This design comes from an exercise in tuning for small area, a short achievable clock period and few clock cycles per item on the open sky130 flow, not from production work.
In this exercise RTL edits were held to simulation tests only and were not proved equivalent to the original.

== v2 ==
## fast_power
module fast_power (
    input             clk,
    input             rst,
    input             start,
    input      [31:0] base,
    input      [31:0] exponent,
    output     [31:0] result,
    output reg        done
);
  reg        busy;
  reg        r_one;    
  reg        op_r;     
  reg [31:0] e;        
  reg        b_s;
  reg  [7:0] b_e;
  reg        b_l;
  reg [22:0] b_f;
  reg        r_s;
  reg  [7:0] r_e;
  reg        r_l;
  reg [22:0] r_f;
  assign result = {r_s, r_e, r_f};
  wire b_den  = ~b_l & (|b_f);           
  wire r_den  = ~r_l & (|r_f);
  wire e_zero = ~(|e);
  wire e_last = ~(|e[31:1]);
  wire        x_s = op_r ? r_s : b_s;
  wire  [7:0] x_e = op_r ? r_e : b_e;
  wire        x_l = op_r ? r_l : b_l;
  wire [22:0] x_f = op_r ? r_f : b_f;
  wire [47:0] p;
  fpu_multiply mul (.x(x_f), .y(b_f), .p(p));
  wire        m_zero = ~(x_l & b_l);
  wire  [7:0] e_hi   = x_e + b_e + 8'd130;           
  wire  [7:0] e_lo   = x_e + b_e + 8'd129;
  wire  [7:0] m_e    = m_zero ? 8'd0 : (p[47] ? e_hi : e_lo);
  wire [22:0] m_f    = m_zero ? 23'd0 : (p[47] ? p[46:24] : p[45:23]);
  wire        m_s    = x_s ^ b_s;
  wire        m_l    = ~m_zero & (p[47] ? (|e_hi) : (|e_lo));
  wire cap      = ~busy & ~done;               
  wire do_bnorm = busy & b_den;
  wire do_rnorm = busy & ~b_den & op_r & r_den;
  wire do_rmul  = busy & ~b_den & op_r & ~r_den;
  wire do_step  = busy & ~b_den & ~op_r & ~e_zero;    
  wire do_copy  = do_step & e[0] & r_one;
  wire finish   = e_zero | ((do_rmul | do_step) & e_last);
  wire [32:0] b_v    = {b_s, b_e, b_l, b_f};
  wire [32:0] r_v    = {r_s, r_e, r_l, r_f};
  wire [32:0] m_v    = {m_s, m_e, m_l, m_f};
  wire [32:0] base_v = {base[31], base[30:23], |base[30:23], base[22:0]};
  wire [32:0] one_v  = {1'b0, 8'd127, 1'b1, 23'd0};
  wire [32:0] b_sh   = {b_s, b_e - 8'd1, b_f, 1'b0};
  wire [32:0] r_sh   = {r_s, r_e - 8'd1, r_f, 1'b0};
  wire b_hold = ~(cap | do_bnorm | do_step);
  wire r_hold = ~(cap | do_rnorm | do_rmul | do_copy);
  wire [32:0] b_n = ({33{cap}} & base_v) | ({33{do_bnorm}} & b_sh) |
                    ({33{do_step}} & m_v) | ({33{b_hold}} & b_v);
  wire [32:0] r_n = ({33{cap}} & one_v) | ({33{do_rnorm}} & r_sh) |
                    ({33{do_rmul}} & m_v) | ({33{do_copy}} & b_v) |
                    ({33{r_hold}} & r_v);
  wire        op_r_n  = cap ? 1'b0 :
  ...
Size in the first run: about 2400 cells after synthesis, roughly 100 I/O pins, roughly 18000 sq um of cells after synthesis.
export LEC_CHECK = 0
export ABC_AREA = 1
export CAP_MARGIN = 60
export CORE_MARGIN = 2
export CORE_UTILIZATION = 40
export GPL_ROUTABILITY_DRIVEN = 0
export GPL_TIMING_DRIVEN = 1
export SLEW_MARGIN = 75
create_clock -name core_clock -period 24.0 [get_ports {clk}]
standard.sh (not shown) runs the stock make flow with config.mk's settings and CLKGATE_MAP_FILE= SYNTH_SCRIPT=/design/flow/synth_recipe.tcl, a recipe that flattens the netlist after the stock synthesis.
==> flow/flow/run.sh <==
#!/bin/bash
# Standard layout with two changes: the port buffers are buf_1 cells instead
# of the default delay buffers, and after the standard synthesis the netlist's
# inverters around full adders are removed by flow/fa_polarity.py (a full
# adder with all inputs inverted gives both outputs inverted). Each tool's
# output goes to a log file of its own here.
set -euo pipefail
export BUFFER_PORTS_ARGS="-buffer_cell sky130_fd_sc_hd__buf_1"
bash standard.sh synth > synth.log 2>&1
R=orfs/results/sky130hd/fast_power/base
cp $R/1_2_yosys.v 1_2_yosys.standard.v
python3 flow/fa_polarity.py 1_2_yosys.standard.v $R/1_2_yosys.v > fa_polarity.log 2>&1
rm -f $R/1_synth.odb $R/1_synth.sdc
bash standard.sh > layout.log 2>&1
Other scripts of this flow, unchanged in this note and not shown: flow/flow/fa_polarity.py
Testbench counts of v2, summed over its fixed seeds: cycles 59,928, items 2,400.
diff inputs: v2 => v50
diff --git a/flow/config.mk b/flow/config.mk
--- a/flow/config.mk
+++ b/flow/config.mk
@@ -8,7 +8,5 @@
 export ABC_AREA = 1
-export CAP_MARGIN = 60
+export CAP_MARGIN = 40
 export CORE_MARGIN = 2
 export CORE_UTILIZATION = 40
-export GPL_ROUTABILITY_DRIVEN = 0
-export GPL_TIMING_DRIVEN = 1
 export SLEW_MARGIN = 75
Findings:
v50 ended with every stage complete and zero timing, DRC or antenna violations.
For final standard cell area without fillers, v2 and v50 come out practically identical.
Ratio of routed vias to standard cells of v50 is on par with v2.
[diff] post-detailed-placement half-perimeter wirelength, v50 relative to v2: improvement
From v2 to v50 the numbers moved as follows: non-filler instance count after layout comparable, clock skew rose 3.5 ps.
For final sequential cell count, v50 and v2 come out practically identical.
Changes in v27 relative to v50:
diff --git a/flow/config.mk b/flow/config.mk
--- a/flow/config.mk
+++ b/flow/config.mk
@@ -8,5 +8,5 @@
 export ABC_AREA = 1
-export CAP_MARGIN = 40
+export CAP_MARGIN = 60
 export CORE_MARGIN = 2
 export CORE_UTILIZATION = 40
-export SLEW_MARGIN = 75
+export SLEW_MARGIN = 80
### Flow results
- Diff v27..v50 | detailed-route DRC error count | unchanged
- Headroom to the max-slew limit: v27 vs v50 up 4.6 points
- As far as post-synthesis cell area goes, v50 and v27 are indistinguishable; the numbers are identical.
- Sum of routed wire segments on met1 up 95 um in v27 wrt v50
- Per-cell via count in the routed design: v50 vs v27, no meaningful difference
- When the final numbers for v50 and v27 were put side by side, the final hold slack turned out to be greater in v50.

==> port drivers added, routing unchanged <==
Ports are ideal in the flow. The routed layouts listed here were re-timed in OpenROAD.
Step 1, drivers: a clkbuf_16 drives clk and a buf_2 each remaining input, both assumed.
Step 2 moves the port delays by t, midway between the first and last clock arrival at a register: inputs arrive t later, outputs are due t later. That takes back most of the time a late clock gives input paths.
Three values: no drivers, after step 1, after step 2; two values: the first two.
| run | t, ns | setup slack, ns | hold slack, ns |
|---|---|---|---|
| v2 | 0.399 | 16.616 / 16.616 / 16.616 | 0.508 / 0.508 / 0.508 |
| v50 | 0.402 | 16.742 / 16.742 / 16.742 | 0.516 / 0.516 / 0.516 |
| v27 | 0.398 | 16.907 / 16.907 / 16.907 | 0.510 / 0.510 / 0.510 |
After both steps every run listed still meets setup and hold.
